What follows belongs to an exercise in optimizing a design on an open flow for small area, a short achievable clock period and few clock cycles; a production flow would make more cautious choices.

## HT_TOP
module HT_TOP (
    input  wire       clk,
    input  wire       rst_n,
    input  wire       in_valid,
    input  wire [2:0] in_weight,
    input  wire       out_mode,
    output reg        out_valid,
    output reg        out_code
);
Size: about 530 cells after synthesis, about 63 flip-flops, about 0.0041 sq mm of cells after synthesis.
==> module HT_OP, before the edit <==
module HT_OP (
    input         merge,
    input  [47:0] wl,
    input  [2:0]  xin,
    input  [7:0]  vld,
    input  [4:0]  newslot,
    input         hold,
    input  [14:0] pin,
    output [47:0] wo,
    output [14:0] po,
    output [2:0]  k
);
    function lt6;
        input [5:0] a, b;
        integer n;
        reg res;
        begin
            res = 1'b0;
            for (n = 0; n < 6; n = n + 1)
                res = (~a[n] & b[n]) | ((~a[n] | b[n]) & res);
            lt6 = res;
        end
    endfunction
    wire [5:0] w [0:7];
    wire [5:0] r [0:7];
    wire [7:0] c;
    wire [5:0] x;
    genvar i, s;
    generate
        for (i = 0; i < 8; i = i + 1) begin : UNP
            assign w[i] = wl[6*i +: 6];
        end
        for (i = 0; i < 8; i = i + 1) begin : REM
            if (i < 6) begin : SH
                assign r[i] = merge ? w[i+2] : {3'b000, w[i][2:0]};
            end else begin : TL
                assign r[i] = {3'b000, w[i][2:0]};
            end
            assign c[i] = vld[i] & lt6(r[i], x);
        end
    endgenerate
    assign x = merge ? (w[0] + w[1]) : {3'b000, xin};
    assign k[2] = c[3];
    assign k[1] = (c[1] & ~c[3]) | c[5];
    assign k[0] = (c[0] & ~c[1]) | (c[2] & ~c[3]) | (c[4] & ~c[5]) | c[6];
    generate
        for (i = 0; i < 8; i = i + 1) begin : INS
            if (i == 0) begin : F
                assign wo[6*i +: 6] = c[i] ? r[i] : x;
            end else begin : N
                assign wo[6*i +: 6] = c[i] ? r[i] : (c[i-1] ? x : r[i-1]);
            end
        end
        for (s = 0; s < 5; s = s + 1) begin : SLOT
            wire [2:0] p = pin[3*s +: 3];
            assign po[3*s +: 3] = newslot[s] ? k : (p + {2'b00, ~hold & (p >= k)});
        end
    endgenerate
endmodule
==> module HT_TOP, before the edit <==
module HT_TOP (
    input  wire       clk,
    input  wire       rst_n,
    input  wire       in_valid,
    input  wire [2:0] in_weight,
    input  wire       out_mode,
    output reg        out_valid,
    output reg        out_code
);
reg  [3:0]  t;
reg         pend;
reg         mode_q;
reg  [14:0] ptr;
reg  [2:0]  sc;       
reg  [2:0]  m;        
reg  [4:0]  w0, w1, w2;
reg  [3:0]  w3, w4, w5, w6;
reg  [2:0]  w7;
wire [47:0] wl = {3'd0, w7, 2'd0, w6, 2'd0, w5, 2'd0, w4, 2'd0, w3,
                  1'b0, w2, 1'b0, w1, 1'b0, w0};
wire [2:0] u     = t[2:0];
wire       merge = t[3] & ~(u[2] & u[1]);
wire       keep  = t[3] & u[2] & u[1];
wire [4:0] newslot;
assign newslot[0] = ~t[3] & (u == 3'd4);
assign newslot[1] = ~t[3] & (mode_q ? (u == 3'd2) : (u == 3'd5));
assign newslot[2] = ~t[3] & (mode_q ? (u == 3'd5) : (u == 3'd6));
assign newslot[3] = ~t[3] & (mode_q ? (u == 3'd0) : (u == 3'd7));
assign newslot[4] = ~t[3] & (mode_q ? (u == 3'd1) : (u == 3'd3));
wire [7:0] vld;
genvar v;
generate
    for (v = 0; v < 8; v = v + 1) begin : VLD
        assign vld[v] = keep | (merge ? (u + v < 6) : (u > v));
    end
endgenerate
wire [47:0] wa;
wire [14:0] pa;
wire [2:0]  ka;
HT_OP u_a (
    .merge(merge), .wl(wl), .xin(keep ? 3'd7 : w7), .vld(vld),
    .newslot(newslot), .hold(t[3]),
    .pin(ptr), .wo(wa), .po(pa), .k(ka)
);
reg [2:0] ps;
always @(*) begin
    case (sc)
        3'd0:    ps = ptr[2:0];
        3'd1:    ps = ptr[5:3];
        3'd2:    ps = ptr[8:6];
        3'd3:    ps = ptr[11:9];
        default: ps = ptr[14:12];
    endcase
end
wire [7:1] h, b;
HT_PATH u_path (.p(ps), .k1(w2[2:0]), .k2(w3[2:0]), .k3(w4[2:0]),
                .k4(w5[1:0]), .k5(w6[1:0]), .k6(w7[0]), .h(h), .b(b));
wire [7:1] rest = h & ((7'd1 << (m - 3'd1)) - 7'd1);
reg  [2:0] mn;
always @(*) begin
    casez (rest)
        7'b?1?????: mn = 3'd6;
        7'b?01????: mn = 3'd5;
        7'b?001???: mn = 3'd4;
        7'b?0001??: mn = 3'd3;
        7'b?00001?: mn = 3'd2;
        7'b?000001: mn = 3'd1;
        default:    mn = 3'd7;
    endcase
end
wire more = (rest != 7'd0);
wire bit_m = b[m];
wire snd  = (t == 4'd15);
wire idle = ~t[3] & ~pend;
wire fin  = (t == 4'd14);
wire emit = fin | snd;
wire last = ~more & (sc == 3'd4);
always @(posedge clk) begin
    mode_q <= out_mode;
    ptr <= pa;
    if (emit) begin
        m  <= mn;
        sc <= more ? sc : sc + 3'd1;
    end else begin
        m  <= 3'd7;
        sc <= 3'd0;
    end
    w7 <= in_valid ? in_weight : merge ? ka : wa[44:42];
    {w6, w5, w4, w3, w2} <=
        {wa[39:36], wa[33:30], wa[27:24], wa[21:18], wa[16:12]};
    {w1, w0} <= {wa[10:6], wa[4:0]};
end
always @(posedge clk or negedge rst_n) begin
    if (!rst_n) begin
        t         <= 4'd0;
        pend      <= 1'b0;
        out_valid <= 1'b0;
        out_code  <= 1'b0;
    end else begin
        pend      <= in_valid;
        out_valid <= emit;
        out_code  <= emit & bit_m;
        if ((snd & last) | idle)
            t <= 4'd0;
        else if (!snd)
            t <= t + 4'd1;
    end
end
endmodule
clock: 32.0 ns
lec_check: 0
abc_area: 1
cap_margin: 20
core_margin: 2
core_utilization: 40
cts_buf_list: sky130_fd_sc_hd__clkbuf_8
slew_margin: 20
standard.sh (not shown) runs the stock make flow with config.mk's settings and CLKGATE_MAP_FILE= SYNTH_SCRIPT=/design/flow/synth_recipe.tcl, a recipe that flattens the netlist after the stock synthesis.
==> flow/flow/run.sh <==
#!/bin/bash
# Layout: the standard ORFS flow (standard.sh), with these changes:
#  - synthesis: no half/full adder cell extraction (ADDER_MAP_FILE empty),
#    and ABC maps with flow/area.abc (see flow/own_synth.tcl);
#  - ports are buffered with buf_2 cells instead of the default choice.
# make's full output goes to standard.log; ORFS keeps each step's log under
# orfs/logs.
set -uo pipefail
export OWN_WORK_DIR=$PWD
export OWN_FLOW_DIR=$PWD/flow
bash standard.sh "SYNTH_SCRIPT=$OWN_FLOW_DIR/own_synth.tcl" ADDER_MAP_FILE= \
    "BUFFER_PORTS_ARGS=-buffer_cell sky130_fd_sc_hd__buf_2" \
    finish > standard.log 2>&1
status=$?
tail -n 30 standard.log
exit $status
==> flow/flow/area.abc <==
strash
&get -n
&fraig -x
&put
scorr
dc2
strash
&get -n
&dch -f
&nf -R 1000
&put
==> flow/flow/own_synth.tcl <==
# The standard flow's synthesis (synth_recipe.tcl in the work folder), with one change:
# ABC maps the logic with flow/area.abc instead of ORFS's abc_area.script.
# Registers are mapped before ABC runs, so they are the same as the standard flow's.
proc abc {args} {
  set i [lsearch -exact $args -script]
  if {$i >= 0} {
    lset args [expr {$i + 1}] [file join $::env(OWN_FLOW_DIR) area.abc]
  }
  yosys abc {*}$args
}
source [file join $::env(OWN_WORK_DIR) synth_recipe.tcl]
The baseline finished clean.
Then changed:
--- a/flow/design.v
+++ b/flow/design.v
@@ -5,5 +5,4 @@
     input  [7:0]  vld,
     input  [4:0]  newslot,
-    input         hold,
     input  [14:0] pin,
     output [47:0] wo,
@@ -54,5 +53,5 @@
         for (s = 0; s < 5; s = s + 1) begin : SLOT
             wire [2:0] p = pin[3*s +: 3];
-            assign po[3*s +: 3] = newslot[s] ? k : (p + {2'b00, ~hold & (p >= k)});
+            assign po[3*s +: 3] = newslot[s] ? k : (p + {2'b00, (p >= k)});
         end
     endgenerate
@@ -114,18 +113,17 @@
 wire [47:0] wl = {3'd0, w7, 2'd0, w6, 2'd0, w5, 2'd0, w4, 2'd0, w3,
                   1'b0, w2, 1'b0, w1, 1'b0, w0};
+wire       merge = t[3];
 wire [2:0] u     = t[2:0];
-wire       merge = t[3] & ~(u[2] & u[1]);
-wire       keep  = t[3] & u[2] & u[1];
 wire [4:0] newslot;
-assign newslot[0] = ~t[3] & (u == 3'd4);
-assign newslot[1] = ~t[3] & (mode_q ? (u == 3'd2) : (u == 3'd5));
-assign newslot[2] = ~t[3] & (mode_q ? (u == 3'd5) : (u == 3'd6));
-assign newslot[3] = ~t[3] & (mode_q ? (u == 3'd0) : (u == 3'd7));
-assign newslot[4] = ~t[3] & (mode_q ? (u == 3'd1) : (u == 3'd3));
+assign newslot[0] = (u == 3'd4);
+assign newslot[1] = mode_q ? (u == 3'd2) : (u == 3'd5);
+assign newslot[2] = mode_q ? (u == 3'd5) : (u == 3'd6);
+assign newslot[3] = mode_q ? (u == 3'd0) : (u == 3'd7);
+assign newslot[4] = mode_q ? (u == 3'd1) : (u == 3'd3);
 wire [7:0] vld;
 genvar v;
 generate
     for (v = 0; v < 8; v = v + 1) begin : VLD
-        assign vld[v] = keep | (merge ? (u + v < 6) : (u > v));
+        assign vld[v] = merge ? (u + v < 6) : (u > v);
     end
 endgenerate
@@ -134,6 +132,5 @@
 wire [2:0]  ka;
 HT_OP u_a (
-    .merge(merge), .wl(wl), .xin(keep ? 3'd7 : w7), .vld(vld),
-    .newslot(newslot), .hold(t[3]),
+    .merge(merge), .wl(wl), .xin(w7), .vld(vld), .newslot(newslot),
     .pin(ptr), .wo(wa), .po(pa), .k(ka)
 );
@@ -167,5 +164,6 @@
 wire bit_m = b[m];
 wire snd  = (t == 4'd15);
-wire idle = ~t[3] & ~pend;
+wire keep = merge & u[2] & u[1];
+wire idle = ~merge & ~pend;
 wire fin  = (t == 4'd14);
 wire emit = fin | snd;
@@ -173,5 +171,6 @@
 always @(posedge clk) begin
     mode_q <= out_mode;
-    ptr <= pa;
+    if (!merge)
+        ptr <= pa;
     if (emit) begin
         m  <= mn;
@@ -181,7 +180,16 @@
         sc <= 3'd0;
     end
-    w7 <= in_valid ? in_weight : merge ? ka : wa[44:42];
-    {w6, w5, w4, w3, w2} <=
-        {wa[39:36], wa[33:30], wa[27:24], wa[21:18], wa[16:12]};
+    if (in_valid)
+        w7 <= in_weight;
+    else begin
+        w7[2:1] <= merge ? ka[2:1] : wa[44:43];
+        if (!keep)
+            w7[0] <= merge ? ka[0] : wa[42];
+    end
+    if (!keep)
+        {w6[1:0], w5[1:0], w4[2:0], w3[2:0], w2[2:0]} <=
+            {wa[37:36], wa[31:30], wa[26:24], wa[20:18], wa[14:12]};
+    {w6[3:2], w5[3:2], w4[3], w3[3], w2[4:3]} <=
+        {wa[39:38], wa[33:32], wa[27], wa[21], wa[16:15]};
     {w1, w0} <= {wa[10:6], wa[4:0]};
 end
What happened:
- The changed run went through all stages and came out clean
- clock skew rises by 0.0063 ns
- die area rises by 4.5%
- area after synthesis rises by 4.7%
- count of clock-buffer cells in the layout rises by 1
- worst hold slack improves by 0.017 ns
- global-route usage rises by 0.27 points
- design area rises by 4.9%
- cell count falls by 0.43%
Function was not checked in any run of this note: the RTL went through the layout flow alone.

==> separate check: timing with driven ports <==
In the flow no input, the clock included, has a driving cell. The finished layouts below were timed again as built, in two steps.
Step 1 (the two cells are an assumption about what drives the block):
set clk [get_ports {clk}]
set_driving_cell -lib_cell sky130_fd_sc_hd__clkbuf_16 $clk
set_driving_cell -lib_cell sky130_fd_sc_hd__buf_2 [delete_from_list [all_inputs] $clk]
Step 2 adds t to the input delays and takes it off the output delays; t is the mean of the earliest and latest rising clock arrival at the registers after step 1. Input paths then give back, and output paths get back, about the clock's delay inside the block.
Three values: no drivers, after step 1, after step 2; two values: the first two.
| run | t (ns) | setup slack, ns | latest minus earliest clock arrival (ns) | pins driven straight from the clock port |
|---|---|---|---|---|
| the first run | 0.385 | 23.513 / 23.513 / 23.513 | 0.007 / 0.006 | 1 |
| the second run | 0.390 | 24.152 / 24.152 / 24.152 | 0.012 / 0.013 | 1 |
After both steps every run listed still meets setup and hold.
